This is an optimization exercise on Yosys and OpenROAD, whose aim is small area, a short achievable clock period and few clock cycles per item, not a production implementation.
Where RTL was checked, it was by simulation tests only, not by an equivalence proof against the original.
Function not checked in runs 2 to 5: the RTL went through the layout flow alone.
Power is estimated from default activity; no workload was simulated.

File: flow/run.sh
#!/bin/bash
# synth_recipe.tcl (not shown) runs the flow's synth.tcl, then flattens the netlist and writes it again
# the make line also repeats each setting of config.mk as NAME=value (left out here)
make -C /OpenROAD-flow-scripts/flow DESIGN_CONFIG=/design/flow/config.mk WORK_HOME=/design/flow/orfs CLKGATE_MAP_FILE= SYNTH_SCRIPT=/design/flow/synth_recipe.tcl finish
File: flow/config.mk
export PLATFORM = sky130hd
export DESIGN_NAME = muldiv
export DESIGN_NICKNAME = muldiv
export VERILOG_FILES = /design/flow/design.v
export SDC_FILE = /design/flow/constraint.sdc
export NUM_CORES = 4
export LEC_CHECK = 0
export CAP_MARGIN = 20
export CORE_MARGIN = 2
export CORE_UTILIZATION = 40
export PLACE_DENSITY = 0.6
export SLEW_MARGIN = 20
File: flow/constraint.sdc
create_clock -name core_clock -period 5.0 [get_ports {clk_i}]
set_input_delay 1.0000 -clock core_clock [delete_from_list [all_inputs] [get_ports {clk_i}]]
set_output_delay 1.0000 -clock core_clock [all_outputs]
set_load 0.01 [all_outputs]
File: flow/design.v
`timescale 1ns / 1ps
module muldiv#(parameter DATA_WIDTH = 32)
(
    input                         clk_i,
    input                         rst_i,
    input                         stall_i,
    input  [DATA_WIDTH-1 : 0]     a_i,
    input  [DATA_WIDTH-1 : 0]     b_i,
    input                         req_i,
    input  [ 2 : 0]               operation_sel_i,
    output reg [DATA_WIDTH-1 : 0] muldiv_result_o,
    output reg                    ready_o
);
function [DATA_WIDTH-1 : 0] abs;
    input [DATA_WIDTH-1 : 0] num;
    abs = num[DATA_WIDTH-1] ? -num : num;
endfunction
wire operation_mul, operation_mulh, operation_mulhsu, operation_mulhu,
     operation_div, operation_divu, operation_rem, operation_remu;
assign operation_mul = (operation_sel_i == 3'b000);
assign operation_mulh = (operation_sel_i == 3'b001);
assign operation_mulhsu = (operation_sel_i == 3'b010);
assign operation_mulhu = (operation_sel_i == 3'b011);
assign operation_div = (operation_sel_i == 3'b100);
assign operation_divu = (operation_sel_i == 3'b101);
assign operation_rem = (operation_sel_i == 3'b110);
assign operation_remu = (operation_sel_i == 3'b111);
wire is_divider, is_a_zero, is_b_zero,
     is_a_neg, is_b_neg, signed_adjust, mul_overflow;
assign is_divider = operation_sel_i[2];
assign is_a_zero = (a_i == 32'b0);
assign is_b_zero = (b_i == 32'b0);
assign is_a_neg  = a_i[31] & (operation_mulh | operation_mulhsu | operation_div | operation_rem);
assign is_b_neg  = b_i[31] & (operation_mulh | operation_div | operation_rem);
assign signed_adjust = is_a_neg ^ is_b_neg;
assign mul_overflow   = (is_a_neg & (a_i[30: 0] == 31'b0));
wire [DATA_WIDTH-1 : 0] op_a, op_b;
assign op_a = ( | is_a_neg)? abs(a_i) : a_i;
assign op_b = ( | is_b_neg)? abs(b_i) : b_i;
wire                    is_calc_done;
reg  [DATA_WIDTH-1 : 0] reg32;
reg  [DATA_WIDTH*2 : 0] result;        
reg  [ 5 : 0]           cnt;
assign is_calc_done = ~|cnt;
wire [DATA_WIDTH-1 : 0] mull, mulh, quotient, remainder;
assign mull = result[31: 0];
assign mulh = result[63: 32];
assign quotient = result[31: 0];
assign remainder = result[64: 33];
localparam S_IDLE        = 3'b000,
           S_CALC        = 3'b001,
           S_SIGN_ADJUST = 3'b010,
           S_DONE        = 3'b011,
           S_STALL       = 3'b100;
reg [2 : 0] S, S_nxt;
always @(posedge clk_i)
begin
    if (rst_i)
        S <= S_IDLE;
    else
        S <= S_nxt;
end
always @(*)
begin
    case (S)
        S_IDLE:
            S_nxt = (| req_i)? (is_a_zero | is_b_zero)? S_DONE : S_CALC : S_IDLE;
        S_CALC:
            S_nxt = ( | is_calc_done)? S_SIGN_ADJUST : S_CALC;
        S_SIGN_ADJUST:
            S_nxt = S_DONE;
        S_DONE:
            S_nxt = (stall_i)? S_STALL : S_IDLE;
        S_STALL:
            S_nxt = (stall_i)? S_STALL : S_IDLE;
        default:
            S_nxt = S_IDLE;
    endcase
end
wire mul_add = ( | result[0]);
wire div_sub = (result[63: 32] >= reg32);
wire [32 : 0] adder_opa, adder_opb;
assign adder_opa = is_divider ? -reg32 : reg32;
assign adder_opb = result[63: 32];
wire [32 : 0] adder_tmp = adder_opa + adder_opb;
wire [64 : 0] result_tmp = {adder_tmp, result[31: 0]};
always @(posedge clk_i)
begin
    if ( (S == S_IDLE) & req_i)
    begin
        if ( | is_divider)
        begin                    
            if (is_b_zero)
            begin                    
                result[64: 33] <= a_i;
                result[32]  <= 1'b0;
                result[31: 0] <= {32{1'b1}};
            end
            else
            begin
                cnt <= 'd32;
                reg32 <= op_b;
                result <= {1'b0, 32'b0, op_a};   
            end
        end
        else
        begin                                
            if (is_a_zero | is_b_zero)
            begin
                result <= 65'b0;
            end
            else
            begin
                cnt <= 'd31;
                reg32 <= op_a;
                result <= {1'b0, 32'b0, op_b};   
            end
        end
    end
    else if (S == S_CALC)
    begin
        cnt <= cnt - 'd1;
        if ( | is_divider)
        begin
            result <= ( | div_sub)? {result_tmp[63 : 0], 1'b1} : {result[63 : 0], 1'b0};
        end
        else
        begin
            result <= ( | mul_add)? {1'b0, result_tmp[64 : 1]} : {1'b0, result[64 : 1]};
        end
    end
    else if (S == S_SIGN_ADJUST)
    begin
        if ( | is_divider)
        begin
            result[64: 33] <= ( | is_a_neg)? -remainder : remainder;
            result[31: 0] <= ( | signed_adjust)? -quotient : quotient;
        end
        else
        begin
            result <= (operation_mulh | operation_mulhu)? ( | signed_adjust)? -result : result
       : ( | operation_mulhsu)? ( | is_a_neg)? -result : result
       : result;
        end
    end
end
always @(posedge clk_i)
begin
    if (S == S_DONE || S == S_STALL)
        ready_o <= 1;
    else
        ready_o <= 0;
end
always @(posedge clk_i)
begin
    if (S == S_DONE)
        muldiv_result_o <= ( {32{operation_mul}} & mull)
                      | ( {32{operation_mulh | operation_mulhsu | operation_mulhu}} & mulh)
                      | ( {32{operation_div | operation_divu}} & quotient)
                      | ( {32{operation_rem | operation_remu}} & remainder)
                      ;
    else
        muldiv_result_o <= muldiv_result_o;
end
endmodule    
==> results of run 1 <==
## cells in the final DEF, fill, tap and decap left out, types with 16 or more instances in the layout
| master | count |
|---|---|
| o22ai_1 | 36 |
| o211ai_1 | 23 |
| nor2_1 | 135 |
| a211oi_1 | 34 |
| or4_1 | 16 |
| a21o_1 | 28 |
| nor3_1 | 50 |
| inv_1 | 54 |
| or3_1 | 27 |
| a21oi_1 | 180 |
| xnor2_1 | 112 |
| nand3_1 | 19 |
| a31oi_1 | 17 |
| clkbuf_16 | 17 |
| edfxtp_1 | 134 |
| mux2i_1 | 90 |
| nor4_1 | 23 |
| ha_1 | 70 |
| o21ai_0 | 91 |
| xor2_1 | 59 |
| clkdlybuf4s50_1 | 101 |
| o31ai_1 | 26 |
| nand2_1 | 112 |
| buf_4 | 50 |
## worst max-delay path: stages (launching register included)
cell and delay, ns:
edfxtp_1 0.46, inv_2 0.09, nand4_1 0.18, or4_4 0.56, or3_1 0.37, nand2b_1 0.18
or4_4 0.48, nand2_1 0.11, xnor2_1 0.14, ha_1 0.28, buf_4 0.17, a21o_1 0.16
a211o_1 0.31, a211oi_1 0.27, a31oi_2 0.15, or3_1 0.35, a31oi_1 0.17, a211oi_1 0.06
## power breakdown
group,total (mW),switching [mW],internal (mW)
Combinational,2.52,1.51,1.01
Clock,1.28,0.540,0.744
Sequential,1.84,0.346,1.49
Total,5.64,2.40,3.24
## state kept, by name, summed over array words and instances (netlist names)
| register | flops |
|---|---|
| S | 3 |
| cnt | 6 |
| reg32 | 32 |
| muldiv_result_o | 32 |
| result | 65 |
| ready_o | 1 |
## cell type report
type / instances / share of cell area, %
clock buffers: 20 / 2.72
clock inverters: 12 / 0.763
inverters: 55 / 1.26
multi-input cells: 1372 / 57.6
flip-flops and latches: 139 / 25.1
well taps: 461 / 3.52
repair buffers: 156 / 9.01
## timing repair
item	4_1_cts	5_1_grt
setup buffers	0	2
setup endpoints to repair	0	10
gates resized for setup	0	10
## path summary, 6_finish.rpt
kind	cells past startpoint	from	to	slack, ns
hold / removal	1	cnt[0]	cnt[0]	0.61
setup / recovery	17	reg32[3]	result[60]	0.22
hold reg to reg	1	cnt[0]	cnt[0]	0.61
setup reg to reg	17	reg32[3]	result[60]	0.22
## metal layers
| layer | share of wire (%) | wire, um | vias to the layer above |
|---|---|---|---|
| met5 | 0 | 0 | - |
| met1 | 43 | 23600 | 6906 |
| li1 | - | - | 6482 |
| met3 | 8.6 | 4770 | 118 |
| met2 | 44 | 24300 | 823 |
| met4 | 5.0 | 2770 | 0 |
## cell families after synthesis
family                     share of synthesized area (%)
AOI/OAI and AO/OA                                   24.7
xor gates and xnor gates                            10.5
adders and majority gates                           6.39
buffers and inverters                               4.93
DFF                                                 29.0
muxes                                               7.05
and+or+nand+nor                                     17.3
## through the flow
stage	hold WS, ns	power [mW]	worst slack, ns	setup TNS [ns]	util, %
finish	0.605	5.64	0.223	0	46.5
global route	0.664	5.94	-0.0300	-0.0363	46.5
CTS	0.605	5.57	0.0291	0	46.2
detailed placement	0.598	4.27	0.0529	0	44.6
global placement	0.594	4.24	0.131	0	44.6
floorplan	0.573	3.43	0.0117	0	-
==> impl_results.md, run 1 <==
- Grt total ovfl: 0
- Primary FF master, synth: edfxtp_1
- Period minus WS final: between 4 and 5 ns
- CTS tree: done
- Final worst-path cycle share: between 90% and 100%
- Layout Cells excl Fill: about 2,200
- Clock insertion delay at the later pin of the skew report: ~0.44 ns
- Outcome: complete, no violations
- CP arrival: just under 5 ns
- Post-DR vias/cell: 6.47
- Core ar.: 35,300 um2
- Max Cap Viol: 0
- GPL Wtd Cong: between 0.9 and 1
- Starting Density: between 40% and 50%
- Buffers on Ports: roughly 100
- Vias in the first global route: 13,200
- H-Tree Depth: 4
- Post-Syn Nets: between 1,500 and 2,000
- Initial antenna violation count: 0
- Rel. slew slack: about a third
- Met2 usage: between 40 and 50%
- Hold Path Class: flop to flop
- Post-synthesis sequential area ratio: approximately 29%
- Synth top cells by count: a21oi_1, nor2_1, edfxtp_1
- Setup crit end kind: flop
- Startpoint Class: flop
- Yosys warns: 1
- Die area: about 37,000 um2
- CP Class: flop to flop
- Area occupied by multi-input gates: 9450 um2
- Area occupied by registers: between 4000 and 5000 um2
- PwrDens: approximately 340 nW/um2
- Die width: 192 um
- Area Overhead vs Synth: 15.5%
- Hold_buf cts: 0
- Synth top area share: 28.3%
- Maximum number of pins on one net before global-route repair: between 80 and 90
- GR Util met1: roughly 42%
- Filler cell count: 3,416
- Setup violations, final: 0
- Hold Fails Final Rpt: 0
- Std-Cell Rows: 69
- CP max FO: 6
- DPL Wire Length: approximately 42,000 um
- Final instance area: 16,400 um2
- Yosys cell types: between 70 and 80
- Grt peak-use layer: met2
- LEAKAGE: about 6 nW
- # diodes: 0
- Total Nets Final: approximately 1,900
- Drt wl/cell: 25.0 um
- Worst vdd ir: between 0.2 and 0.3 mV
- Detail Route Antenna Nets: 0
- Synth Instances: 1,697
- Max-slew violations: 0
- Required @ worst endpoint: between 5 and 6 ns
- Layout cells sized above 1: just over 7%
- I/O pins: about 100
- EDFF count, synth: roughly 130
- Async S/R FF share, synth: 0%
- Placed Cells: approximately 2,200
- Clock root cell: clkbuf_16
- Count leader, synth: a21oi_1
- Clock buffer depth: 2
- Worst slew pin tran: a little under 1 ns
- Gr usage total: between 30 and 40%
- Die Height: about 190 um
- Num Clock Sinks: between 100 and 150
- Clk slew on worst S/H paths: roughly 0.07 ns
- Largest cells by area after synthesis: edfxtp_1, xnor2_1, a21oi_1
- DR vias: roughly 14,000
- Synthesized area per cell: ~8.4 um2
- Fin Clk Skew: between 0.01 and 0.015 ns
- Seq cells post-synth: 139
- Drt total wl: 55,400 um
- Largest area contributor in the netlist: edfxtp_1
- DR pass1 iterations: 6
- Residual DRC: 0
- RSZ-0062 raised after global routing: true
- CTS Buf Count: 17
- Post-Syn Area: around 14,000 um2
- Initial DRC count: ~2,000
- Fmax: ~210 MHz
- Placed cell areas: between 15,000 and 20,000 um2
- First-pass GRT wire length: 82,300 um
- Grt met3 use: between 4 and 5%
Testbench counts, summed over its fixed seeds: cycles 70,150, ops 2,048.
==> run 2: changes to the inputs <==
==> flow/design.v (replaced) <==
`timescale 1ns / 1ps
module muldiv#(parameter DATA_WIDTH = 32)
(
    input                         clk_i,
    input                         rst_i,
    input                         stall_i,
    input  [DATA_WIDTH-1 : 0]     a_i,
    input  [DATA_WIDTH-1 : 0]     b_i,
    input                         req_i,
    input  [ 2 : 0]               operation_sel_i,
    output reg [DATA_WIDTH-1 : 0] muldiv_result_o,
    output reg                    ready_o
);
wire is_div   = operation_sel_i[2];
wire is_rem   = operation_sel_i[2] & operation_sel_i[1];
wire b_zero   = ~|b_i;
wire a_zero   = ~|a_i;
wire div_zero = is_div & b_zero;
wire a_signed = (~operation_sel_i[0] | (operation_sel_i == 3'b001)) & ~div_zero;
wire b_signed = (operation_sel_i == 3'b000) | (operation_sel_i == 3'b001)
              | (operation_sel_i == 3'b100) | (operation_sel_i == 3'b110);
wire sa = a_i[31] & a_signed;
wire sb = b_i[31] & b_signed;
reg  [31:0] ua;
reg         low_nz;
integer i;
always @(*) begin
    low_nz = 1'b0;
    for (i = 0; i < 32; i = i + 1) begin
        ua[i]  = a_i[i] ^ (sa & low_nz);
        low_nz = low_nz | a_i[i];
    end
end
reg  [4:0] lead;
always @(*) begin
    lead = 5'd0;
    for (i = 0; i < 32; i = i + 1)
        if (ua[i]) lead = i;
    if (div_zero) lead = 5'd31;
end
reg  [31:0] R, Q;
reg  [4:0]  cnt;
reg         busy, ps, nb;
reg         f_selq, f_neg, f_mh;
wire start = req_i & ~busy & ~ready_o;
wire bit_i = busy ? nb : (div_zero ? a_i[31] : 1'b1);
wire        inv  = sb ^ is_div;
wire [31:0] Rg   = R & {32{busy}};
wire [31:0] Qg   = Q & {32{busy}};
wire [33:0] opa  = {1'b0, Rg, is_div & bit_i};
wire [33:0] opb  = {is_div, is_div, b_i ^ {32{inv}}};
wire [33:0] sum  = opa + opb + {33'd0, inv};
wire        ge   = ~sum[33];
wire [31:0] R_div = ge ? sum[31:0] : {Rg[30:0], bit_i};
wire [31:0] R_mul = bit_i ? sum[31:0] : {Rg[30:0], 1'b0};
wire        q_in  = is_div ? ge : (bit_i ? sum[32] : Rg[31]);
wire [31:0] qsh   = {Qg[30:0], q_in};
wire [31:0] Q_mul = {Qg[30:0] + {30'd0, bit_i & sum[33]}, q_in};
wire step   = (start & (~a_zero | div_zero)) | busy;
wire [4:0] idx = busy ? cnt : lead;
wire last   = (idx == 5'd0);
wire [32:0] ua_sh = {ua, 1'b0};
always @(posedge clk_i)
begin
    ps <= stall_i;
    if (rst_i) begin
        busy    <= 1'b0;
        ready_o <= 1'b0;
    end else begin
        busy    <= step & ~last;
        ready_o <= (start & ~step) | (step & last) | (ready_o & ps);
    end
    if (step) begin
        cnt <= idx - 5'd1;
        nb  <= ua_sh[idx];
        R   <= is_div ? R_div : R_mul;
        Q   <= is_div ? qsh : Q_mul;
    end else if (start) begin
        R   <= 32'd0;
        Q   <= 32'd0;
    end
    if (start) begin
        f_selq <= is_div ? ~is_rem : (operation_sel_i[1:0] != 2'b00);
        f_neg  <= is_rem ? sa : ((sa ^ sb) & ~div_zero);
        f_mh   <= ~is_div & (operation_sel_i[1:0] != 2'b00);
    end
end
wire [31:0] res_x = f_selq ? Q : R;
wire        r_nz  = f_mh & (|R);
reg  [31:0] res;
reg         x_nz;
always @(*) begin
    x_nz = r_nz;
    for (i = 0; i < 32; i = i + 1) begin
        res[i] = res_x[i] ^ (f_neg & x_nz);
        x_nz   = x_nz | res_x[i];
    end
    muldiv_result_o = res;
end
endmodule    
==> impl_results.md, run 2 <==
- Post-DR vias/cell: around 5.5
- Starting Density: 40.8%
- Area occupied by registers: approximately 2300 um2
- Std-Cell Rows: 55
- Detail Route Antenna Nets: 0
- Placed cell areas: 12,800 um2
- Layout cells sized above 1: around 29%
- Layout check faults: setup timing
- Hold_buf cts: 0
- Async S/R FF share, synth: 0%
- Core ar.: 22,600 um2
- Yosys cell types: 80
- Synthesized area per cell: about 7.7 um2
- Period minus WS final: 5.22 ns
- Startpoint Class: primary input
- Post-synthesis sequential area ratio: about a quarter
- Gr usage total: approximately 25%
- Synth Instances: roughly 1,200
- Most frequent cells in the layout: buf_4, nand2_1, nor2_1
- Worst Setup Slack, final: -0.215 ns
- RSZ-0062 raised after global routing: true
- Final instance area: roughly 14,000 um2
- Largest cells by area after synthesis: edfxtp_1, xnor2_1, nand2_1
- Grt total ovfl: 0
- Clock root cell: clkbuf_16
- Worst slew pin tran: around 0.77 ns
- Hold Path Class: flop to flop
- Rel. slew slack: slightly below 50%
- Num Clock Sinks: 76
- Setup crit end kind: flop
- CP max FO: 5
- Initial DRC count: just over 600
- Commonest non-fill, non-tap cell in the layout: buf_4
- # diodes: 0
- Worst vdd ir: 0.184 mV
- Seq cells post-synth: 76
- Count leader, synth: nand2_1
- Fmax: around 190 MHz
- First-pass GRT wire length: 48,600 um
- PwrDens: 245 nW/um2
- Maximum number of pins on one net before global-route repair: 37
- I/O pins: about 100
- DR pass1 iterations: 5
- Hold Fails Final Rpt: 0
- Die width: about 160 um
- Final worst-path cycle share: 104%
- Largest area contributor in the netlist: edfxtp_1
- Filler cell count: between 2,000 and 2,500
- Synth top cells by count: nand2_1, nor2_1, xnor2_1
- Drt wl/cell: roughly 16 um
- Max Cap Viol: 0
- Die area: 24,300 um2
- Buffers on Ports: 103
- Largest regs: Q (32), R (32), cnt (5)
- CTS Buf Count: 9
- Synth top area share: 23.8%
- Setup violations, final: 13
- GPL Wtd Cong: 0.929
- CTS tree: done
- Clk slew on worst S/H paths: 0.06 ns
- Outcome: complete, but fails checks
- CP Class: primary input to flop
- Post-Syn Area: between 9000 and 10,000 um2
- Slowest cell on the critical path: or3_4
- Final total power: between 3 and 4 mW
- Post-route setup TNS: -1.11 ns
- LEAKAGE: 6.12 nW
- DPL Wire Length: ~24,000 um
- Yosys warns: 1
- H-Tree Depth: 3
- Fin Clk Skew: around 0.010 ns
- Vias in the first global route: between 9,000 and 10,000
- Initial antenna violation count: 0
- Hold Path Cell Cnt: 2
- Required @ worst endpoint: between 5 and 6 ns
- Area Overhead vs Synth: 48.7%
- CP arrival: about 5.3 ns
- Clock buffer depth: 2
- Max-slew violations: 0
- Drt total wl: 30,000 um
- Final core occ: about three fifths
- Primary FF master, synth: edfxtp_1
- DR vias: ~10,000
- Total Nets Final: about 1,700
- Residual DRC: 0
- Post-Syn Nets: between 1,000 and 1,500
- Die Height: about 160 um
- Area occupied by multi-input gates: approximately 6800 um2
- Slowest stage delay, CP: between 0.3 and 0.4 ns
- Reg2Reg Depth: 27
- EDFF count, synth: 73
- Clock insertion delay at the later pin of the skew report: roughly 0.35 ns
run 2: area by class of cell:
cell class	count	share of cell area (%)
well taps	285	2.60
repair buffers	445	27.2
flip-flops and latches	76	16.4
clock inverters	7	0.657
clock buffers	9	1.64
multi-input cells	989	49.7
inverters	65	1.78
run 2: where the power goes:
| part | switching (mW) | total (mW) | internal, mW |
|---|---|---|---|
| clock network | 0.282 | 0.717 | 0.436 |
| registers | 0.0799 | 0.909 | 0.829 |
| logic | 0.846 | 1.73 | 0.883 |
run 2: logic make-up (layout without fill, tap and decap cells):
family                     count (synthesis)  count (layout)  synth area share (%)
DFF                                       76              76                  24.4
xor gates and xnor gates                 133             133                  12.6
buffers and inverters                    141             526                  6.24
adders and majority gates                 37              37                  5.10
and+or+nand+nor                          483             483                  26.2
muxes                                     49              49                  5.44
AOI/OAI and AO/OA                        287             287                  20.0
run 2: critical path: cells and delay by family:
kind,cells,cell delay (ns)
buf+inv,3,0.38
fa+ha+maj,3,0.71
xor+xnor,2,0.22
simple gates,10,1.45
compound gates,9,1.54
run 2: timing repair:
action                                  CTS  global route
gates resized for setup                 118            32
pin swaps                                61            23
setup buffers                            30            13
cloned                                    1             0
endpoints found under the setup margin   44            40
run 2: path summary, 6_finish.rpt:
path	start	endpoint	slack, ns
min	ps	ready_o	0.50
max reg2reg	R[0]	Q[27]	0.33
min reg2reg	ps	ready_o	0.50
max	operation_sel_i[2]	Q[27]	-0.22
run 2: metal layers:
metal | part of all wire [%] | wire (um) | vias up | global-route usage (%)
met3 | 3.4 | 1030 | 55 | 1.83
li1 | - | - | 5151 | -
met1 | 43 | 12900 | 4823 | 30.4
met4 | 3.7 | 1100 | 0 | 10.5
met5 | 0 | 0 | - | 0
met2 | 50 | 15000 | 257 | 44.9
run 2: stage by stage:
| stage | worst slack, ns | cells | hold WS [ns] |
|---|---|---|---|
| finish | -0.215 | 1876 | 0.500 |
| global route | -0.439 | 1876 | 0.561 |
| CTS | -0.150 | 1864 | 0.503 |
| detailed placement | -1.11 | 1819 | 0.488 |
| global placement | -1.03 | 1819 | 0.467 |
| floorplan | -0.477 | 1206 | 0.461 |
==> run 3: changes to the inputs <==
--- a/flow/design.v
+++ b/flow/design.v
@@ -38,28 +38,28 @@
         if (ua[i]) lead = i;
     if (div_zero) lead = 5'd31;
 end
-reg  [31:0] R, Q;
+reg  [31:0] R, Q, B;
 reg  [4:0]  cnt;
 reg         busy, ps, nb;
+reg         f_div, f_inv;
 reg         f_selq, f_neg, f_mh;
 wire start = req_i & ~busy & ~ready_o;
-wire bit_i = busy ? nb : (div_zero ? a_i[31] : 1'b1);
 wire        inv  = sb ^ is_div;
-wire [31:0] Rg   = R & {32{busy}};
-wire [31:0] Qg   = Q & {32{busy}};
-wire [33:0] opa  = {1'b0, Rg, is_div & bit_i};
-wire [33:0] opb  = {is_div, is_div, b_i ^ {32{inv}}};
-wire [33:0] sum  = opa + opb + {33'd0, inv};
-wire        ge   = ~sum[33];
-wire [31:0] R_div = ge ? sum[31:0] : {Rg[30:0], bit_i};
-wire [31:0] R_mul = bit_i ? sum[31:0] : {Rg[30:0], 1'b0};
-wire        q_in  = is_div ? ge : (bit_i ? sum[32] : Rg[31]);
-wire [31:0] qsh   = {Qg[30:0], q_in};
-wire [31:0] Q_mul = {Qg[30:0] + {30'd0, bit_i & sum[33]}, q_in};
-wire step   = (start & (~a_zero | div_zero)) | busy;
-wire [4:0] idx = busy ? cnt : lead;
-wire last   = (idx == 5'd0);
+wire [33:0] opa  = {1'b0, R, f_div & nb};
+wire [33:0] opb  = {f_div, f_div, B};
+wire [33:0] sum  = opa + opb + {33'd0, f_inv};
+wire        take  = f_div ? ~sum[33] : nb;
+wire [31:0] R_nxt = take ? sum[31:0] : {R[30:0], nb};
+wire        c_hi  = ~f_div & nb & sum[33];
+wire [30:0] q_inc = Q[30:0] + 31'd1;
+wire        q_in  = f_div ? ~sum[33] : (nb ? sum[32] : R[31]);
+wire [31:0] Q_nxt = {c_hi ? q_inc : Q[30:0], q_in};
+wire bit0   = div_zero ? a_i[31] : ~a_zero;
+wire b_one  = (b_i == 32'd1) | (sb & (&b_i));
+wire ge0    = b_zero | (b_one & bit0);
 wire [32:0] ua_sh = {ua, 1'b0};
+wire        last  = (cnt == 5'd0);
+wire        nz    = ~a_zero | div_zero;
 always @(posedge clk_i)
 begin
     ps <= stall_i;
@@ -67,22 +67,32 @@
         busy    <= 1'b0;
         ready_o <= 1'b0;
     end else begin
-        busy    <= step & ~last;
-        ready_o <= (start & ~step) | (step & last) | (ready_o & ps);
-    end
-    if (step) begin
-        cnt <= idx - 5'd1;
-        nb  <= ua_sh[idx];
-        R   <= is_div ? R_div : R_mul;
-        Q   <= is_div ? qsh : Q_mul;
-    end else if (start) begin
-        R   <= 32'd0;
-        Q   <= 32'd0;
+        busy    <= (start & nz & ~(is_div & lead == 5'd0)) | (busy & ~last);
+        ready_o <= (start & (~nz | (is_div & lead == 5'd0))) | (busy & last) | (ready_o & ps);
     end
     if (start) begin
+        B      <= b_i ^ {32{inv}};
+        f_div  <= is_div;
+        f_inv  <= inv;
         f_selq <= is_div ? ~is_rem : (operation_sel_i[1:0] != 2'b00);
         f_neg  <= is_rem ? sa : ((sa ^ sb) & ~div_zero);
         f_mh   <= ~is_div & (operation_sel_i[1:0] != 2'b00);
+        if (is_div) begin
+            R   <= {31'd0, bit0 & ~b_one};
+            Q   <= {31'd0, ge0};
+            cnt <= lead - 5'd1;
+            nb  <= ua_sh[lead];
+        end else begin
+            R   <= 32'd0;
+            Q   <= 32'd0;
+            cnt <= lead;
+            nb  <= 1'b1;
+        end
+    end else if (busy) begin
+        R   <= R_nxt;
+        Q   <= Q_nxt;
+        cnt <= cnt - 5'd1;
+        nb  <= ua_sh[cnt];
     end
 end
 wire [31:0] res_x = f_selq ? Q : R;
==> impl_results.md, run 3 <==
- Outcome: complete, no violations
- PwrDens: ~350 nW/um2
- Switching share of total power: between 40 and 50%
- Clk pwr share: 14.1%
- Starting Density: between 40% and 50%
- Residual DRC: 0
- Grt total ovfl: 0
- Synth top area share: 29.4%
- Drt total wl: around 35,000 um
- Switching power: about 2.1 mW
- Crit path cell chain: clkdlybuf4s50_1 -> nor4_2 -> buf_4 -> nand4_1 -> o31a_2 -> buf_4 -> o32ai_1 -> a21oi_1 -> buf_4 -> o31ai_4 -> nor2_4 -> buf_4 -> buf_4 -> nand2_1 -> o221ai_1 -> a2111oi_1 -> a21oi_1
- Fmax: ~210 MHz
- Vias in the first global route: about 10,000
- Clock root cell: clkbuf_16
- DR vias: between 10,000 and 15,000
- Worst slew pin tran: between 0.9 and 1 ns
- Post-Syn Area: 10,900 um2
- Clock insertion delay at the later pin of the skew report: roughly 0.36 ns
- Yosys cell types: 87
- Maximum number of pins on one net before global-route repair: about 70
- Die Height: 169 um
- RSZ-0062 raised after global routing: true
- Hold_buf cts: 0
- Largest cells by area after synthesis: edfxtp_1, xnor2_1, nand2_1
- Period minus WS final: just under 5 ns
- Met2 usage: 37.0%
- Startpoint Class: primary input
- Sequential Power Share: between 20% and 30%
- Commonest non-fill, non-tap cell in the layout: buf_4
- Synth top cells by count: nand2_1, edfxtp_1, a21oi_1
- Synth Instances: between 1,000 and 1,500
- Buffers on Ports: just over 100
- Simple-gate area share of the yosys netlist: 23.7%
- Placed Cells: between 1,500 and 2,000
- Die area: roughly 29,000 um2
- # diodes: 0
- GPL Wtd Cong: 0.920
- Detail Route Antenna Nets: 0
- Core ar.: 26,900 um2
- Post-DR vias/cell: ~5.7
- Primary FF master, synth: edfxtp_1
- CP max FO: 14
- Area occupied by registers: around 3300 um2
- Max Cap Viol: 0
- Clock buffer depth: 2
- Setup crit start: b_i[2]
- Combinational share of power: a little under three fifths
- Delay-heaviest family, CP: compound AO/OA/AOI/OAI gates
- Std-Cell Rows: 60
- Slowest cell on the critical path: o31a_2
- Post-route setup TNS: 0 ns
- Final worst-path cycle share: 97.0%
- Synthesized area per cell: 8.44 um2
- Die width: between 150 and 200 um
- CP dominant cell by count: buf_4
- CTS Buf Count: 9
- Synth Area in Adders: 4.48%
- Area occupied by multi-input gates: 7310 um2
- Required @ worst endpoint: around 5 ns
- Post-Syn Nets: 1,406
- Slowest stage delay, CP: ~0.54 ns
- First-pass GRT wire length: between 50,000 and 60,000 um
- Grt met3 use: 2.45%
- Num Clock Sinks: 110
- Clk slew on worst S/H paths: about 0.070 ns
- Fin Clk Skew: 0.0122 ns
- Count leader, synth: nand2_1
- Multiplexer area fraction after synthesis: 5.92%
- Hold_sp: ps
- H-Tree Depth: 3
- I/O pins: 104
- Layout Cells excl Fill: approximately 1,900
- Xor and xnor area share after synthesis: about a tenth
- Max-slew violations: 0
- Seq cells post-synth: 110
- Worst vdd ir: 0.220 mV
- Setup violations, final: 0
- CTS tree: done
- Layout cells sized above 1: 21.5%
- Yosys warns: 1
- Initial antenna violation count: 0
- CP arrival: between 4 and 5 ns
- Largest family of logic cells by synthesized area: simple AND/OR/NAND/NOR gates
- Area Overhead vs Synth: 31.3%
- Filler cell count: around 2,500
- Largest area contributor in the netlist: edfxtp_1
- Drt wl/cell: around 18 um
- Setup crit end kind: flop
- EDFF count, synth: about 110
- R2r setup slk: between 0.5 and 0.6 ns
- Async S/R FF share, synth: 0%
- Total Nets Final: around 1,700
- DPL Wire Length: about 28,000 um
- Post-synthesis sequential area ratio: between 20% and 30%
- FF-to-FF Start: nb
- Rel. slew slack: between 30 and 40%
- Hold Path Class: flop to flop
- Worst hold slack: between 0.4 and 0.5 ns
- Largest regs: B (32), Q (32), R (32)
- CP Class: primary input to flop
- Most frequent cells in the layout: buf_4, nand2_1, edfxtp_1
- Hold Fails Final Rpt: 0
- DR pass1 iterations: 5
- Compound-Gate Fraction of Synth Area: a little over a fifth
- Grt peak-use layer: met2
- Buf/Inv on CP: 6
- LEAKAGE: between 5 and 6 nW
- Initial DRC count: between 1,000 and 1,500
- GR Util met1: a little over a third
- Gr usage total: approximately a quarter
- Final core occ: between 50% and 60%
- Internal power: a little under 3 mW
## run 3: cells by family after synthesis
| group | after synthesis |
|---|---|
| AO/OA/AOI/OAI | 353 |
| XOR/XNOR | 126 |
| adder cells (fa/ha/maj) | 38 |
| AND/OR/NAND/NOR | 494 |
| multiplexers | 59 |
| flip-flops | 110 |
| buffers and inverters | 117 |
## run 3: cell type report
| type | count | area share [%] |
|---|---|---|
| Inverter | 37 | 0.966 |
| Timing Repair Buffer | 358 | 20.4 |
| Tap cell | 341 | 2.97 |
| Clock inverter | 6 | 0.401 |
| Sequential cell | 110 | 22.8 |
| Multi-Input combinational cell | 1071 | 50.9 |
| Clock buffer | 10 | 1.59 |
## run 3: path summary, 6_finish.rpt
kind / endpoint / cells after the start
worst max-delay path: nb / 17
worst min-delay path: ready_o / 2
worst max register to register: R[31] / 16
worst min register to register: ready_o / 2
## run 3: power groups by stage
| stage | Sequential (mW) | Clock [mW] | Combinational [mW] |
|---|---|---|---|
| 5_1_grt | 1.47 | 0.742 | 3.13 |
| 6_report | 1.45 | 0.706 | 2.86 |
| 2_1_floorplan | 1.44 | 0 | 1.69 |
| 4_1_cts | 1.44 | 0.714 | 2.80 |
| 3_3_place_gp | 1.45 | 0 | 2.77 |
| 3_5_place_dp | 1.46 | 0 | 2.80 |
## run 3: timing repair
item | in CTS | in global routing
buffers inserted | 6 | 5
pin swaps | 2 | 6
gates resized for setup | 19 | 32
endpoints found under the setup margin | 8 | 16
gates cloned | 0 | 1
## run 3: worst reg2reg max path: cells and delay by family (launching register included)
family	cells	cell delay (ns)
flip-flops	1	0.37
adder cells (fa/ha/maj)	1	0.44
buffers and inverters	1	0.20
AND/OR/NAND/NOR	2	0.24
AO/OA/AOI/OAI	12	3.07
## run 3: metrics by stage
step                setup WS [ns]  area (um2)  total power [mW]
floorplan                   0.407       10900              3.13
CTS                        0.0152       14300              4.95
detailed placement         -0.344       13900              4.26
global route               -0.115       14400              5.34
global placement           -0.271       13900              4.22
finish                      0.149       14400              5.01
## run 3: metal layers
metal  vias up  part of all wire [%]
met5         -                     0
met3        41                   6.3
met4         0                   1.7
met1      5146                    48
li1       5501                     -
met2       395                    44
==> run 4: changes to the inputs <==
--- a/flow/design.v
+++ b/flow/design.v
@@ -16,7 +16,7 @@
 wire b_zero   = ~|b_i;
 wire a_zero   = ~|a_i;
 wire div_zero = is_div & b_zero;
-wire a_signed = (~operation_sel_i[0] | (operation_sel_i == 3'b001)) & ~div_zero;
+wire a_signed = ~operation_sel_i[0] | (operation_sel_i == 3'b001);
 wire b_signed = (operation_sel_i == 3'b000) | (operation_sel_i == 3'b001)
               | (operation_sel_i == 3'b100) | (operation_sel_i == 3'b110);
 wire sa = a_i[31] & a_signed;
@@ -54,9 +54,6 @@
 wire [30:0] q_inc = Q[30:0] + 31'd1;
 wire        q_in  = f_div ? ~sum[33] : (nb ? sum[32] : R[31]);
 wire [31:0] Q_nxt = {c_hi ? q_inc : Q[30:0], q_in};
-wire bit0   = div_zero ? a_i[31] : ~a_zero;
-wire b_one  = (b_i == 32'd1) | (sb & (&b_i));
-wire ge0    = b_zero | (b_one & bit0);
 wire [32:0] ua_sh = {ua, 1'b0};
 wire        last  = (cnt == 5'd0);
 wire        nz    = ~a_zero | div_zero;
@@ -67,8 +64,8 @@
         busy    <= 1'b0;
         ready_o <= 1'b0;
     end else begin
-        busy    <= (start & nz & ~(is_div & lead == 5'd0)) | (busy & ~last);
-        ready_o <= (start & (~nz | (is_div & lead == 5'd0))) | (busy & last) | (ready_o & ps);
+        busy    <= (start & nz) | (busy & ~last);
+        ready_o <= (start & ~nz) | (busy & last) | (ready_o & ps);
     end
     if (start) begin
         B      <= b_i ^ {32{inv}};
@@ -77,17 +74,10 @@
         f_selq <= is_div ? ~is_rem : (operation_sel_i[1:0] != 2'b00);
         f_neg  <= is_rem ? sa : ((sa ^ sb) & ~div_zero);
         f_mh   <= ~is_div & (operation_sel_i[1:0] != 2'b00);
-        if (is_div) begin
-            R   <= {31'd0, bit0 & ~b_one};
-            Q   <= {31'd0, ge0};
-            cnt <= lead - 5'd1;
-            nb  <= ua_sh[lead];
-        end else begin
-            R   <= 32'd0;
-            Q   <= 32'd0;
-            cnt <= lead;
-            nb  <= 1'b1;
-        end
+        R      <= 32'd0;
+        Q      <= 32'd0;
+        cnt    <= lead;
+        nb     <= ~div_zero | ua[31];
     end else if (busy) begin
         R   <= R_nxt;
         Q   <= Q_nxt;
--- a/flow/config.mk
+++ b/flow/config.mk
@@ -9,4 +9,5 @@
 export CORE_MARGIN = 2
 export CORE_UTILIZATION = 40
 export PLACE_DENSITY = 0.6
+export SETUP_SLACK_MARGIN = 1.5
 export SLEW_MARGIN = 20
==> impl_results.md, run 4 <==
- CP max FO: 5
- EDFF count, synth: 43
- Gr usage total: between 20% and 30%
- Clock insertion delay at the later pin of the skew report: about 0.36 ns
- FF-to-FF Start: nb
- CP Class: flop to output port
- Hold Fails Final Rpt: 0
- Yosys warns: 1
- Startpoint Class: flop
- Post-Syn Area: about 10,000 um2
- Grt total ovfl: 0
- Drt total wl: 31,800 um
- Total Nets Final: approximately 1,400
- Worst slew pin tran: about 1 ns
- Rel. slew slack: 31.8%
- Area Overhead vs Synth: 25.7%
- H-Tree Depth: 3
- Commonest non-fill, non-tap cell in the layout: xnor2_1
- Fmax: around 230 MHz
- Drt wl/cell: between 15 and 20 um
- Std-Cell Rows: 57
- Largest family of logic cells by synthesized area: compound AO/OA/AOI/OAI gates
- Post-route setup TNS: 0 ns
- Setup violations, final: 0
- CTS tree: done
- Post-DR vias/cell: between 6 and 7
- Xor and xnor area share after synthesis: between 10% and 20%
- Vias in the first global route: roughly 9,200
- Period minus WS final: about 4.3 ns
- LEAKAGE: roughly 4.9 nW
- Die Height: approximately 160 um
- Hold_buf cts: 0
- Synth top cells by count: xnor2_1, nand2_1, o21ai_0
- Fin Clk Skew: slightly below 0.008 ns
- DR vias: approximately 9,900
- Detail Route Antenna Nets: 0
- Synth top area share: a little over an eighth
- Die width: ~160 um
- Largest regs: B (32), Q (32), R (32)
- GPL Wtd Cong: 0.915
- Compound-Gate Fraction of Synth Area: ~28%
- Largest cells by area after synthesis: dfxtp_1, edfxtp_1, xnor2_1
- Reg2reg end: R[16]
- Simple-gate area share of the yosys netlist: 19.0%
- Die area: approximately 26,000 um2
- # diodes: 0
- Seq cells post-synth: between 100 and 150
- PwrDens: about 330 nW/um2
- Synth Instances: approximately 1,200
- First-pass GRT wire length: 49,600 um
- Max Cap Viol: 0
- Initial antenna violation count: 0
- Post-Syn Nets: between 1,000 and 1,500
- Max-slew violations: 0
- Core ar.: roughly 24,000 um2
- Residual DRC: 0
- Hold Path Cell Cnt: 1
- Endpoint with the worst hold slack: Q[31]
- Clock buffer depth: 2
- Clock root cell: clkbuf_16
- Most frequent cells in the layout: xnor2_1, nand2_1, buf_4
- Hold_sp: Q[31]
- Yosys cell types: 87
- Synth Area in Adders: under 10%
- Primary FF master, synth: dfxtp_1
- Async S/R FF share, synth: 0%
- Synthesized area per cell: 8.26 um2
- DR pass1 iterations: 5
- CTS Buf Count: 9
- Starting Density: 41.0%
- Maximum number of pins on one net before global-route repair: 76
- Clk slew on worst S/H paths: around 0.08 ns
- Worst Setup Slack, final: 0.683 ns
- Pre-CTS WS: 0.387 ns
- Initial DRC count: between 800 and 900
- Count leader, synth: xnor2_1
- RSZ-0062 raised after global routing: true
- Num Clock Sinks: 110
- Buffers on Ports: about 100
- Worst hold slack: 0.487 ns
- Multiplexer area fraction after synthesis: under 10%
- Final total power: a little over 4 mW
- Largest area contributor in the netlist: dfxtp_1
- DPL Wire Length: about 23,000 um
- I/O pins: 104
- Setup crit end kind: output port
- R2r setup slk: 1.62 ns
- Reg2Reg Depth: 12
- Worst vdd ir: ~0.22 mV
- Hold Path Class: flop to flop
- Post-synthesis sequential area ratio: a little over a quarter
- Outcome: complete, no violations
- Final worst-path cycle share: 86.3%
- Required @ worst endpoint: 4.00 ns
- Layout cells sized above 1: between 20 and 25%
- CP arrival: between 3 and 4 ns
-- run 4: per-layer routing --
layer,share of wire (%),track usage [%],vias up
li1,-,-,4824
met1,47,33.2,4779
met2,46,37.7,301
met3,5.4,2.94,38
met4,1.7,5.43,0
met5,0,0,-
-- run 4: where the power goes --
group	leakage (nW)	switching (mW)	total (mW)	internal, mW
logic	3.75	1.21	2.20	0.989
registers	0.958	0.158	1.22	1.07
clock network	0.145	0.356	0.725	0.369
total	4.85	1.72	4.15	2.42
-- run 4: cells by family (layout without fill, tap and decap cells) --
kind of cell               Yosys count  count (layout)
DFF                                110             110
buffers and inverters              129             237
adders and majority gates           37              37
AOI/OAI and AO/OA                  392             392
xor gates and xnor gates           129             129
and+or+nand+nor                    362             362
muxes                               54              54
-- run 4: what timing repair did --
item                                    CTS  global route
endpoints found under the setup margin  104            66
setup buffers                            18            20
pin swaps                                36            57
resized for setup                       234           106
-- run 4: through the flow --
step | cell area, um2 | std cells | utilization [%]
after floorplan | 10100 | 1213 | -
after global placement | 11500 | 1591 | 47.2
after detailed placement | 11500 | 1591 | 47.2
after CTS | 12200 | 1625 | 49.7
after global routing | 12600 | 1645 | 51.5
final | 12600 | 1645 | 51.5
-- run 4: worst max-delay path, stage by stage (launching register included) --
cell	delay [ns]
dfxtp_4	0.35
or4_4	0.55
o41ai_4	0.35
and4_1	0.27
nand4_1	0.16
buf_4	0.20
or2_4	0.29
nor2_4	0.11
a31o_2	0.18
xor2_2	0.20
dlygate4sd2_1	0.29
-- run 4: worst max path at each step --
stage                       from                   to  slack (ns)  depth (start not counted)
after floorplan           a_i[1]                 busy        1.14                         11
after global placement    a_i[1]                   nb        0.44                         10
after detailed placement  a_i[1]                   nb        0.39                         10
after CTS                  R[25]  muldiv_result_o[30]        0.74                          9
after global routing      f_selq  muldiv_result_o[25]        0.58                         11
final                      R[19]  muldiv_result_o[25]        0.68                         10
-- run 4: layout make-up --
cell class,instances,area (um2)
inverter,38,143
clock inverter,5,30.0
fill,2270,11900
tap,324,405
timing repair buffer,183,1530
sequential,110,2650
multi-input combinational,974,7580
clock buffer,11,254
==> run 5: changes to the inputs <==
--- a/flow/config.mk
+++ b/flow/config.mk
@@ -9,5 +9,4 @@
 export CORE_MARGIN = 2
 export CORE_UTILIZATION = 40
 export PLACE_DENSITY = 0.6
-export SETUP_SLACK_MARGIN = 1.5
 export SLEW_MARGIN = 20
==> impl_results.md, run 5 <==
- Clk slew on worst S/H paths: ~0.08 ns
- Reg2Reg Depth: 12
- Initial antenna violation count: 0
- Post-Syn Nets: roughly 1,300
- Drt total wl: around 30,000 um
- Filler cell count: around 2,400
- CP Class: flop to output port
- Hold Path Cell Cnt: 1
- CTS Buf Count: 9
- Hold_buf cts: 0
- Placed cell areas: 11,500 um2
- Placed Cells: 1,592
- FF-to-FF Start: f_div
- Worst hold slack: around 0.49 ns
- # diodes: 0
- Synth Instances: 1,213
- Synth top area share: ~13%
- Yosys warns: 1
- Grt total ovfl: 0
- Core ar.: 24,500 um2
- Area occupied by multi-input gates: roughly 6900 um2
- Synth top cells by count: xnor2_1, nand2_1, o21ai_0
- Setup crit end kind: output port
- Final core occ: 48.3%
- Num Clock Sinks: 110
- Max-slew violations: 0
- Crit path cell chain: or4_4 -> o41ai_4 -> and4_1 -> nand4_1 -> or4_1 -> nand2b_2 -> o31ai_2 -> xnor2_1 -> clkdlybuf4s50_1
- Largest cells by area after synthesis: dfxtp_1, edfxtp_1, xnor2_1
- Pre-CTS WS: ~0.26 ns
- Outcome: complete, no violations
- Hold Path Class: flop to flop
- Post-route setup TNS: 0 ns
- Rel. slew slack: a little over a quarter
- Post-synthesis sequential area ratio: 26.3%
- Worst vdd ir: between 0.15 and 0.2 mV
- DR pass1 iterations: 5
- Required @ worst endpoint: about 4.0 ns
- Area Overhead vs Synth: 17.8%
- Fmax: about 200 MHz
- Final total power: just under 4 mW
- Maximum number of pins on one net before global-route repair: 75
- H-Tree Depth: 3
- EDFF count, synth: 43
- Layout Cells excl Fill: ~1,600
- Die Height: about 160 um
- Reg2reg end: R[16]
- Post-Syn Area: roughly 10,000 um2
- Area occupied by registers: approximately 2600 um2
- Endpoint with the worst hold slack: Q[31]
- CP arrival: 3.89 ns
- GPL Wtd Cong: about 0.9
- Setup crit start: R[18]
- Clock root cell: clkbuf_16
- Clock insertion delay at the later pin of the skew report: ~0.37 ns
- Worst Setup Slack, final: about 0.11 ns
- Post-DR vias/cell: around 6
- Residual DRC: 0
- Primary FF master, synth: dfxtp_1
- Buffers on Ports: 103
- Synthesized area per cell: approximately 8.3 um2
- I/O pins: ~100
- Seq cells post-synth: 110
- Die area: approximately 26,000 um2
- Async S/R FF share, synth: 0%
- LEAKAGE: about 4.5 nW
- Commonest non-fill, non-tap cell in the layout: xnor2_1
- Hold Fails Final Rpt: 0
- Largest area contributor in the netlist: dfxtp_1
- Clock buffer depth: 2
- Detail Route Antenna Nets: 0
- Count leader, synth: xnor2_1
- Largest regs: B (32), Q (32), R (32)
- Gr usage total: around 23%
- Most frequent cells in the layout: xnor2_1, clkdlybuf4s50_1, nand2_1
- Setup violations, final: 0
- Starting Density: between 40% and 50%
- Slowest cell on the critical path: or4_4
- Layout cells sized above 1: under 10%
- Slowest stage delay, CP: just under 0.6 ns
- DR vias: ~9,600
- Max Cap Viol: 0
- Fin Clk Skew: ~0.0094 ns
- Period minus WS final: between 4 and 5 ns
- First-pass GRT wire length: just under 50,000 um
- Worst slew pin tran: 1.09 ns
- Die width: between 150 and 200 um
- Startpoint Class: flop
- Hold_sp: Q[31]
- CP max FO: 6
- Yosys cell types: 87
- PwrDens: roughly 330 nW/um2
- RSZ-0062 raised after global routing: false
- DPL Wire Length: between 20,000 and 25,000 um
- Vias in the first global route: slightly above 9,000
- Drt wl/cell: 18.8 um
- R2r setup slk: roughly 0.55 ns
- Final instance area: 11,800 um2
- Total Nets Final: between 1,000 and 1,500
- Std-Cell Rows: 57
- CTS tree: done
- Initial DRC count: about 700
- Final worst-path cycle share: between 90% and 100%
[run 5: cell counts after synthesis]
Identical to the previous run, type by type.
[run 5: kinds of logic after synthesis]
family | synth area share (%)
buf+inv | 5.23
simple gates | 19.0
flops | 26.3
fa+ha+maj | 4.77
xor+xnor | 11.3
mux | 5.64
compound gates | 27.8
[run 5: routing by layer]
metal	vias to the layer above	global-route usage (%)	wire length, um
met3	31	3.32	1760
met1	4561	32.9	14500
li1	4756	-	-
met5	-	0	0
met2	277	36.3	13400
met4	0	5.31	488
[run 5: area by class of cell]
| type | count | area share (%) |
|---|---|---|
| clock inverters | 5 | 0.466 |
| repair buffers | 147 | 11.8 |
| multi-input cells | 974 | 58.8 |
| clock buffers | 11 | 2.06 |
| flip-flops and latches | 110 | 22.3 |
| inverters | 38 | 1.21 |
| well taps | 324 | 3.43 |
[run 5: critical path: cells and delay by family (launching register included)]
kind            cells  cell delay, ns
compound gates      2            0.67
xor+xnor            1            0.14
buf+inv             1            0.55
flops               1            0.38
simple gates        5            1.78
[run 5: worst max-delay path by stage]
stage	end	slack (ns)	depth (start not counted)
6_report	muldiv_result_o[30]	0.11	9
5_1_grt	muldiv_result_o[30]	0.004	9
4_1_cts	muldiv_result_o[30]	0.07	10
3_5_place_dp	muldiv_result_o[31]	0.26	10
3_3_place_gp	muldiv_result_o[31]	0.34	10
2_1_floorplan	muldiv_result_o[31]	0.80	9
[run 5: report_power, final]
group          switching (mW)  total [mW]  internal (mW)
logic                    1.05        1.97          0.919
registers               0.160        1.22           1.06
clock network           0.351       0.755          0.404
[run 5: timing repair]
item | in CTS | in global routing
pin swaps | 5 | 3
setup buffers | 0 | 1
setup endpoints to repair | 1 | 4
gates resized for setup | 2 | 7
==> run 6: changes to the inputs <==
==> flow/design.v (replaced) <==
`timescale 1ns / 1ps
module muldiv#(parameter DATA_WIDTH = 32)
(
    input                         clk_i,
    input                         rst_i,
    input                         stall_i,
    input  [DATA_WIDTH-1 : 0]     a_i,
    input  [DATA_WIDTH-1 : 0]     b_i,
    input                         req_i,
    input  [ 2 : 0]               operation_sel_i,
    output reg [DATA_WIDTH-1 : 0] muldiv_result_o,
    output reg                    ready_o
);
wire is_div   = operation_sel_i[2];
wire is_rem   = operation_sel_i[2] & operation_sel_i[1];
wire a_signed = ~operation_sel_i[0] | (operation_sel_i == 3'b001);
wire b_signed = (operation_sel_i == 3'b000) | (operation_sel_i == 3'b001)
              | (operation_sel_i == 3'b100) | (operation_sel_i == 3'b110);
wire sa = a_i[31] & a_signed;
wire sb = b_i[31] & b_signed;
wire [31:0] ua = sa ? -a_i : a_i;
wire [31:0] ub = sb ? -b_i : b_i;
wire b_zero = ~|b_i;
reg  [4:0] lead;
integer i;
always @(*) begin
    lead = 5'd0;
    for (i = 0; i < 32; i = i + 1)
        if (ua[i]) lead = i;
end
wire a_zero    = ~|a_i;
wire div_zero  = is_div & b_zero;
wire [4:0] top = div_zero ? 5'd31 : lead;
reg  [31:0] R, Q;
reg  [4:0]  cnt;
reg         busy, ps;
reg         f_selq, f_neg, f_mh;
wire start = req_i & ~busy & ~ready_o;
wire bit_i = busy ? ua[cnt] : (div_zero ? ua[31] : 1'b1);
wire [32:0] rs   = {R, bit_i};
wire [33:0] dsub = {1'b0, rs} - {2'b0, ub};
wire        ge   = ~dsub[33];
wire [32:0] msum = {1'b0, R[30:0], 1'b0} + {1'b0, ub};
wire [31:0] qsh  = {Q[30:0], is_div ? ge : R[31]};
wire [31:0] qinc = qsh + 32'd1;
wire [31:0] R_step = is_div ? (ge ? dsub[31:0] : rs[31:0])
                            : (bit_i ? msum[31:0] : {R[30:0], 1'b0});
wire [31:0] Q_step = (~is_div & bit_i & msum[32]) ? qinc : qsh;
wire nz     = ~a_zero | div_zero;
wire step   = (start & nz) | busy;
wire finish = (start & (~nz | top == 5'd0)) | (busy & cnt == 5'd0);
always @(posedge clk_i)
begin
    ps <= stall_i;
    if (rst_i) begin
        busy    <= 1'b0;
        ready_o <= 1'b0;
    end else begin
        busy    <= (start & nz & top != 5'd0) | (busy & cnt != 5'd0);
        ready_o <= finish | (ready_o & ps);
    end
    if (start)
        cnt <= top - 5'd1;
    else if (busy)
        cnt <= cnt - 5'd1;
    if (step) begin
        R <= R_step;
        Q <= Q_step;
    end else if (~(ready_o & ps)) begin
        R <= 32'd0;
        Q <= 32'd0;
    end
    if (start) begin
        f_selq <= is_div ? ~is_rem : (operation_sel_i[1:0] != 2'b00);
        f_neg  <= is_rem ? sa : ((sa ^ sb) & ~div_zero);
        f_mh   <= ~is_div & (operation_sel_i[1:0] != 2'b00);
    end
end
wire [31:0] res_x = f_selq ? Q : R;
wire        res_c = f_mh ? (R == 32'd0) : 1'b1;
always @(*)
    muldiv_result_o = f_neg ? (~res_x + {31'd0, res_c}) : res_x;
endmodule    
==> impl_results.md, run 6 <==
- Post-DR vias/cell: around 6
- DR vias: around 16,000
- Area occupied by registers: between 2000 and 2500 um2
- Area occupied by multi-input gates: a little over 10,000 um2
- Largest area contributor in the netlist: edfxtp_1
- CP dominant cell by count: or4_4
- Post-Syn Area: approximately 12,000 um2
- Yosys cell types: 89
- Post-Syn Nets: between 1,500 and 2,000
- DPL Wire Length: between 40,000 and 50,000 um
- Final worst-path cycle share: 137%
- Layout cells sized above 1: 33.9%
- Setup violations, final: 64
- Clock buffer depth: 2
- Residual DRC: 0
- Final instance area: 19,100 um2
- CP max FO: 6
- Die width: around 180 um
- Delay-heaviest family, CP: simple AND/OR/NAND/NOR gates
- CTS Buf Count: 9
- I/O pins: about 100
- Max Cap Viol: 0
- Period minus WS final: between 6 and 7 ns
- PwrDens: between 400 and 500 nW/um2
- Placed cell areas: around 18,000 um2
- Synth Instances: between 1,500 and 2,000
- Detail Route Antenna Nets: 0
- LEAKAGE: 8.34 nW
- Primary FF master, synth: edfxtp_1
- Clk slew on worst S/H paths: ~0.07 ns
- Yosys warns: 1
- Vias in the first global route: 14,700
- Pre-CTS WS: -2.93 ns
- Filler cell count: between 2,000 and 3,000
- RSZ-0062 raised after global routing: true
- Hold Path Class: flop to flop
- Post-synthesis sequential area ratio: between 15 and 20%
- Fin Clk Skew: 0.0123 ns
- Hold Fails Final Rpt: 0
- Count leader, synth: nor2_1
- Std-Cell Rows: 64
- Max-slew violations: 0
- Slowest stage delay, CP: 0.58 ns
- Buffers on Ports: ~100
- Required @ worst endpoint: roughly 5.1 ns
- Seq cells post-synth: between 70 and 80
- Outcome: complete, but fails checks
- Worst Setup Slack, final: -1.85 ns
- Rel. slew slack: 30.7%
- DR pass1 iterations: 6
- Worst hold slack: 0.669 ns
- Fmax: about 150 MHz
- H-Tree Depth: 3
- Layout check faults: setup timing
- Worst vdd ir: ~0.24 mV
- GPL Wtd Cong: between 0.9 and 1
- Async S/R FF share, synth: 0%
- Starting Density: between 40% and 50%
- Synthesized area per cell: approximately 7.4 um2
- Die area: between 30,000 and 40,000 um2
- Clock root cell: clkbuf_16
- Clock insertion delay at the later pin of the skew report: 0.36 ns
- Slowest cell on the critical path: or4_4
- First-pass GRT wire length: about 80,000 um
- Grt total ovfl: 0
- Drt wl/cell: just under 20 um
- Commonest non-fill, non-tap cell in the layout: buf_4
- EDFF count, synth: a little over 70
- Startpoint Class: primary input
- Setup crit end kind: flop
- Synth top area share: 17.5%
- Initial antenna violation count: 1
- Initial DRC count: about 1,200
- Drt total wl: around 52,000 um
- Die Height: ~180 um
- Total Nets Final: approximately 2,400
- Largest cells by area after synthesis: edfxtp_1, ha_1, xnor2_1
- Gr usage total: 30.9%
- CP arrival: slightly below 7 ns
- Most frequent cells in the layout: buf_4, nor2_1, nand2_1
- Worst slew pin tran: about 1.0 ns
- Buf/Inv on CP: 5
- Largest regs: Q (32), R (32), cnt (5)
- Num Clock Sinks: 75
- Final total power: 8.23 mW
- Area Overhead vs Synth: 54.5%
- Core ar.: between 30,000 and 40,000 um2
- CP Class: primary input to flop
- Maximum number of pins on one net before global-route repair: 65
- CTS tree: done
- Synth top cells by count: nor2_1, nand2_1, a21oi_1
[run 6: changes by cell type after synthesis, sizes merged, moves of 42 or more]
cell,delta
nand2,+42
nor2,+106
inv,+48
dfxtp,-64
a22o,-49
a21oi,+54
nor3,+45
[run 6: metrics by stage]
step / utilization [%] / cells / setup TNS (ns)
floorplan: - / 1679 / -112.51
global placement: 57.5 / 2577 / -143.02
detailed placement: 57.5 / 2577 / -148.32
CTS: 60.4 / 2629 / -96.52
global route: 62.7 / 2637 / -95.69
finish: 62.7 / 2638 / -87.45
[run 6: repair_timing]
action	in CTS	in global routing
buffers inserted	36	18
pin swaps	54	74
gates cloned	1	3
endpoints found under the setup margin	74	73
gates resized for setup	124	132
hold buffers	0	0
[run 6: worst paths after layout]
check / from / endpoint / slack (ns) / depth (start not counted)
setup / recovery: a_i[3] / Q[10] / -1.85 / 26
hold / removal: ps / ready_o / 0.67 / 4
setup reg to reg: cnt[0] / Q[10] / -0.79 / 25
hold reg to reg: ps / ready_o / 0.67 / 4
[run 6: worst min-delay path, cell delays in order, from the launching register on]
cell and delay (ns):
dfxtp_1 0.38, a32oi_1 0.08, nor2_1 0.08, nor2_1 0.05
o41ai_1 0.05
[run 6: final cells by class]
class                      count  share of cell area (%)
inverter                      87                    1.72
clock inverter                 6                   0.379
timing repair buffer         655                    28.3
sequential                    75                    11.6
clock buffer                  10                    1.20
antenna                        1                  0.0131
tap                          396                    2.59
multi-input combinational   1408                    54.2
[run 6: logic make-up after synthesis]
kind of cell	after synthesis	share of synthesized area (%)
and+or+nand+nor	667	27.8
AOI/OAI and AO/OA	480	26.6
buffers and inverters	196	6.24
xor gates and xnor gates	135	9.55
DFF	75	18.0
adders and majority gates	72	7.40
muxes	54	4.42
[run 6: metal layers]
| metal | vias to the layer above | track usage [%] | routed length (um) |
|---|---|---|---|
| met5 | - | 0 | 0 |
| met4 | 0 | 13.0 | 2140 |
| met3 | 124 | 5.33 | 4400 |
| met2 | 695 | 49.0 | 23500 |
| met1 | 7333 | 41.3 | 22400 |
| li1 | 7436 | - | - |
[run 6: power breakdown]
part	internal, mW	switching, mW
Sequential	0.876	0.124
Clock	0.393	0.300
Combinational	3.08	3.45
Testbench counts of run 6, summed over its fixed seeds: cycles 33,944, ops 2,048.

-- separate check: timing with driven ports --
How much do the figures lean on ideal ports? The routed layouts below were timed once more, with nothing changed but the port constraints. Step 1, drivers: a clkbuf_16 drives clk_i and a buf_2 each remaining input, both assumed. Step 2 also shifts input and output timing later by t, the mid clock arrival at the registers, as if the neighbouring blocks saw the same clock. a / b / c = ideal / step 1 / step 2; a / b = the first two.
run	shift t [ns]	setup slack, ns	worst setup path at the end	worst register clock-pin slew, ns	pins driven straight from the clock port
run 1	0.496	0.223 / 0.223 / 0.121	input to register	0.07 / 0.07	1
run 2	0.392	-0.215 / -0.207 / -0.598	input to register	0.07 / 0.07	1
run 3	0.405	0.149 / 0.119 / -0.234	input to register	0.08 / 0.08	1
run 4	0.403	0.683 / 0.640 / 0.965	input to register	0.08 / 0.08	1
run 5	0.405	0.110 / 0.066 / 0.263	input to register	0.08 / 0.08	1
run 6	0.395	-1.845 / -1.834 / -2.229	input to register	0.07 / 0.07	1
Met with ideal ports but missed after step 2: setup timing in run 3. For run 6, which loses most, drivers alone change the setup slack by +0.011 ns; drivers and shift together by -0.384 ns.
